Background: an optimization exercise with open tools, aiming at small area, a short achievable clock period and few clock cycles. Do not read the settings as production practice. At most, simulation tests tie the RTL to the original design; equivalence was not proved.

==> inputs of yarrow <==
Design mv_mul, start of the top module:
module mv_mul #(
    parameter SHAPE_M       = 2,
    parameter SHAPE_N       = 8,
    parameter ELEMENT_WIDTH = 9,
    parameter CTRL_C_WIDTH  = 16,
    parameter DEPTH_WARP    = 4
) (
    input  wire                              clk,
    input  wire                              rst_n,
    input  wire [SHAPE_M*SHAPE_N*ELEMENT_WIDTH-1:0]  a_i,
    input  wire [SHAPE_N*ELEMENT_WIDTH-1:0]  b_i,
    input  wire [2:0]                        rm_i,
    input  wire [7:0]                        ctrl_reg_idxw_i,
    input  wire [DEPTH_WARP-1:0]             ctrl_warpid_i,
    input  wire                              in_valid_i,
    output reg                               in_ready_o,
    output reg                               out_valid_o,
    input  wire                              out_ready_i,
    output reg  [SHAPE_M*ELEMENT_WIDTH-1:0]  result_o,
    output reg  [4:0]                        fflags_o
);
==> module mv_mul, before the edit <==
module mv_mul #(
    parameter SHAPE_M       = 2,
    parameter SHAPE_N       = 8,
    parameter ELEMENT_WIDTH = 9,
    parameter CTRL_C_WIDTH  = 16,
    parameter DEPTH_WARP    = 4
) (
    input  wire                              clk,
    input  wire                              rst_n,
    input  wire [SHAPE_M*SHAPE_N*ELEMENT_WIDTH-1:0]  a_i,
    input  wire [SHAPE_N*ELEMENT_WIDTH-1:0]  b_i,
    input  wire [2:0]                        rm_i,
    input  wire [7:0]                        ctrl_reg_idxw_i,
    input  wire [DEPTH_WARP-1:0]             ctrl_warpid_i,
    input  wire                              in_valid_i,
    output reg                               in_ready_o,
    output reg                               out_valid_o,
    input  wire                              out_ready_i,
    output reg  [SHAPE_M*ELEMENT_WIDTH-1:0]  result_o,
    output reg  [4:0]                        fflags_o
);
    reg [9:0]  ph;           
    reg        ph0;
    reg        top;          
    wire       acc = in_valid_i & in_ready_o;
    always @(posedge clk or negedge rst_n) begin
        if (!rst_n) begin
            ph0        <= 1'b1;
            ph         <= 10'd0;
            in_ready_o <= 1'b0;
            top        <= 1'b0;
        end else begin
            ph0        <= !in_valid_i | ph[9];
            ph         <= in_valid_i ? {ph[8:0], ph0} : 10'd0;
            in_ready_o <= in_valid_i & ph[8];
            top        <= in_valid_i & (ph[4] | ph[8]);
        end
    end
    always @(posedge clk or negedge rst_n) begin
        if (!rst_n)
            out_valid_o <= 1'b0;
        else if (acc)
            out_valid_o <= 1'b1;
        else if (out_ready_i)
            out_valid_o <= 1'b0;
    end
    wire [7:0] slot = {ph[6:0], ph0};
    wire [3:0] csel = slot[3:0] | slot[7:4];
    reg  [8:0] ma0, ma1, mb0, mb1;
    integer t;
    always @(*) begin
        ma0 = 9'd0; ma1 = 9'd0; mb0 = 9'd0; mb1 = 9'd0;
        for (t = 0; t < 8; t = t + 1) begin
            ma0 = ma0 | ({9{slot[t]}} & a_i[(t[2]*8 + {t[0], t[1]})*9 +: 9]);
            ma1 = ma1 | ({9{slot[t]}} & a_i[(t[2]*8 + {t[0], t[1]} + 4)*9 +: 9]);
        end
        for (t = 0; t < 4; t = t + 1) begin
            mb0 = mb0 | ({9{csel[t]}} & b_i[{t[0], t[1]}*9 +: 9]);
            mb1 = mb1 | ({9{csel[t]}} & b_i[({t[0], t[1]} + 4)*9 +: 9]);
        end
    end
    wire [8:0] p0, p1;
    fp9_mul u_mul0 (.a(ma0), .b(mb0), .y(p0));
    fp9_mul u_mul1 (.a(ma1), .b(mb1), .y(p1));
    reg [8:0] pa, pb;        
    reg [8:0] s0, s1;        
    reg [8:0] t0, t1;        
    always @(posedge clk) begin
        pa <= p0;
        pb <= p1;
    end
    wire [8:0] l1;
    fp9_add_ns u_add1 (.a(pa), .b(pb), .y(l1));
    always @(posedge clk) begin
        s0 <= l1;
        s1 <= s0;
    end
    wire [8:0] l2;
    fp9_add u_add2 (.a(top ? t0 : s1), .b(top ? t1 : s0), .y(l2));
    always @(posedge clk) begin
        if (ph[2] | ph[6]) t0 <= l2;
        if (ph[4] | ph[8]) t1 <= l2;
        if (ph[5])         result_o[8:0]  <= l2;
        if (ph[9])         result_o[17:9] <= l2;
    end
    wire ov0 = &result_o[7:3];
    wire ov1 = &result_o[16:12];
    always @(*) begin
        fflags_o = {2'b00, (ov0 & |result_o[2:0]) | (ov1 & |result_o[11:9]), 1'b0, ov0 | ov1};
    end
endmodule
Settings: LEC_CHECK=0, ABC_AREA=1, CAP_MARGIN=20, CORE_MARGIN=2, CORE_UTILIZATION=40, SETUP_SLACK_MARGIN=3, SLEW_MARGIN=20; clock period 10.0 ns.
standard.sh (not shown) runs the stock make flow with config.mk's settings and CLKGATE_MAP_FILE= SYNTH_SCRIPT=/design/flow/synth_recipe.tcl, a recipe that flattens the netlist after the stock synthesis.
==> flow/flow/run.sh <==
#!/bin/bash
# The standard layout (the standard.sh: floorplan, power grid, placement,
# CTS, routing) with two changes:
# - synthesis is the standard one (synth_recipe.tcl, same registers and names)
#   except for the combinational mapping: no full-adder extraction, no
#   Kogge-Stone adder map, and ABC's default liberty-mapping script
#   (flow/my_synth.tcl);
# - the buffers that placement puts on every input and output port are the
#   plain sky130 buf_1 instead of the default clkdlybuf4s50 delay cell.
set -euo pipefail
W=$PWD
FLOW_SYNTH_TCL=$W/synth_recipe.tcl bash standard.sh \
  SYNTH_SCRIPT=$W/flow/my_synth.tcl ADDER_MAP_FILE= SYNTH_OPERATIONS_ARGS=-nofsm \
  'BUFFER_PORTS_ARGS=-buffer_cell sky130_fd_sc_hd__buf_1' finish > standard_flow.log 2>&1
==> flow/flow/my_synth.tcl <==
# Synthesis script for flow/run.sh: synth_recipe.tcl (the standard synthesis,
# named by FLOW_SYNTH_TCL) with the technology mapping done by ABC's own
# default script for a liberty library.
proc abc {args} {
  set i [lsearch -exact $args -script]
  if {$i >= 0} { set args [lreplace $args $i [expr {$i + 1}]] }
  yosys abc {*}$args
}
source $::env(FLOW_SYNTH_TCL)
==> inputs of zinc, as changes to yarrow <==
--- a/flow/flow/run.sh
+++ b/flow/flow/run.sh
@@ -5,3 +5,3 @@
 #   except for the combinational mapping: no full-adder extraction, no
-#   Kogge-Stone adder map, and ABC's default liberty-mapping script
+#   Kogge-Stone adder map, and ABC script flow/map.abc (logic rewriting, then area-oriented mapping with upsizing)
 #   (flow/my_synth.tcl);
==> flow/flow/map.abc (new file) <==
strash
dc2
balance
rewrite
refactor
balance
rewrite
rewrite -z
balance
refactor -z
rewrite -z
balance
dc2
balance
rewrite
refactor
balance
rewrite
rewrite -z
balance
refactor -z
rewrite -z
balance
dch -f
map -a {D}
topo
buffer
upsize {D}
dnsize {D}
==> flow/flow/my_synth.tcl (replaced) <==
# Synthesis script for flow/run.sh: synth_recipe.tcl (the standard synthesis,
# named by FLOW_SYNTH_TCL) with the technology mapping done by flow/map.abc
# instead of ORFS's abc_area/abc_speed script. Registers are untouched: ABC
# only maps the combinational logic.
set map_script [file join [file dirname [file normalize [info script]]] map.abc]
proc abc {args} {
  set i [lsearch -exact $args -script]
  if {$i >= 0} { set args [lreplace $args $i [expr {$i + 1}]] }
  yosys abc -script $::map_script {*}$args
}
source $::env(FLOW_SYNTH_TCL)
--- a/flow/config.mk
+++ b/flow/config.mk
@@ -11,3 +11,3 @@
 export CORE_UTILIZATION = 40
-export SETUP_SLACK_MARGIN = 3
+export SETUP_SLACK_MARGIN = 4.5
 export SLEW_MARGIN = 20
==> inputs of ember, as changes to yarrow <==
--- a/flow/design.v
+++ b/flow/design.v
@@ -2003,3 +2003,3 @@
     reg [8:0] s0, s1;        
-    reg [8:0] t0, t1;        
+    reg [8:0] t0;            
     always @(posedge clk) begin
@@ -2010,11 +2010,10 @@
     fp9_add_ns u_add1 (.a(pa), .b(pb), .y(l1));
+    wire [8:0] l2;
     always @(posedge clk) begin
         s0 <= l1;
-        s1 <= s0;
+        s1 <= (ph[4] | ph[8]) ? l2 : s0;
     end
-    wire [8:0] l2;
-    fp9_add u_add2 (.a(top ? t0 : s1), .b(top ? t1 : s0), .y(l2));
+    fp9_add u_add2 (.a(top ? t0 : s1), .b(top ? s1 : s0), .y(l2));
     always @(posedge clk) begin
         if (ph[2] | ph[6]) t0 <= l2;
-        if (ph[4] | ph[8]) t1 <= l2;
         if (ph[5])         result_o[8:0]  <= l2;
--- a/flow/flow/run.sh
+++ b/flow/flow/run.sh
@@ -5,3 +5,3 @@
 #   except for the combinational mapping: no full-adder extraction, no
-#   Kogge-Stone adder map, and ABC's default liberty-mapping script
+#   Kogge-Stone adder map, and ABC script flow/map.abc (logic rewriting, then area-oriented mapping with upsizing)
 #   (flow/my_synth.tcl);
==> flow/flow/map.abc (new file) <==
strash
dc2
balance
rewrite
refactor
balance
rewrite
rewrite -z
balance
refactor -z
rewrite -z
balance
dc2
balance
rewrite
refactor
balance
rewrite
rewrite -z
balance
refactor -z
rewrite -z
balance
dch -f
map -a {D}
topo
buffer
upsize {D}
dnsize {D}
==> flow/flow/my_synth.tcl (replaced) <==
# Synthesis script for flow/run.sh: synth_recipe.tcl (the standard synthesis,
# named by FLOW_SYNTH_TCL) with the technology mapping done by flow/map.abc
# instead of ORFS's abc_area/abc_speed script. Registers are untouched: ABC
# only maps the combinational logic.
set map_script [file join [file dirname [file normalize [info script]]] map.abc]
proc abc {args} {
  set i [lsearch -exact $args -script]
  if {$i >= 0} { set args [lreplace $args $i [expr {$i + 1}]] }
  yosys abc -script $::map_script {*}$args
}
source $::env(FLOW_SYNTH_TCL)
==> notes <==
The highest maximum frequency belongs to zinc, the lowest to yarrow. The lowest first-iteration DRC count belongs to ember, the highest to zinc. Of yarrow and ember, ember has the higher synthesized cell count (gap 21%, measured against ember). Against yarrow, the worst setup slack of zinc is better by 390 ps. Flip-flop and latch count: yarrow is higher than ember (9). The highest via count belongs to zinc, the lowest to yarrow. The highest sequential share of layout area belongs to yarrow, the lowest to zinc. Design area: zinc > yarrow > ember. Core utilization: yarrow < ember < zinc.
Testbench counts of yarrow, summed over its fixed seeds: cycles 22,536.
Testbench counts of zinc, summed over its fixed seeds: cycles 22,536.
The RTL of ember was laid out without a check of its function.

==> what the ideal ports hide <==
How much do the figures lean on ideal ports? The routed layouts below were timed once more, with nothing changed but the port constraints.
Step 1 sets driving cells, clkbuf_16 on the clock port and buf_2 on the other inputs (assumed; they add their load-dependent delay and slew).
Step 2 adds t to the input delays and takes it off the output delays; t is the mean of the earliest and latest rising clock arrival at the registers after step 1. Input paths then give back, and output paths get back, about the clock's delay inside the block.
a / b / c = ideal ports / drivers / drivers and shift; a / b = the first two.
run | shift t [ns] | setup WS [ns] | worst setup path after step 2
yarrow | 0.393 | 3.355 / 3.379 / 2.986 | input to register
zinc | 0.367 | 3.742 / 3.742 / 3.742 | register to register
ember | 0.381 | 3.642 / 3.642 / 3.571 | input to register
After both steps setup and hold are still met in every run listed. For yarrow, which loses most, drivers alone change the setup slack by +0.024 ns; drivers and shift together by -0.369 ns.
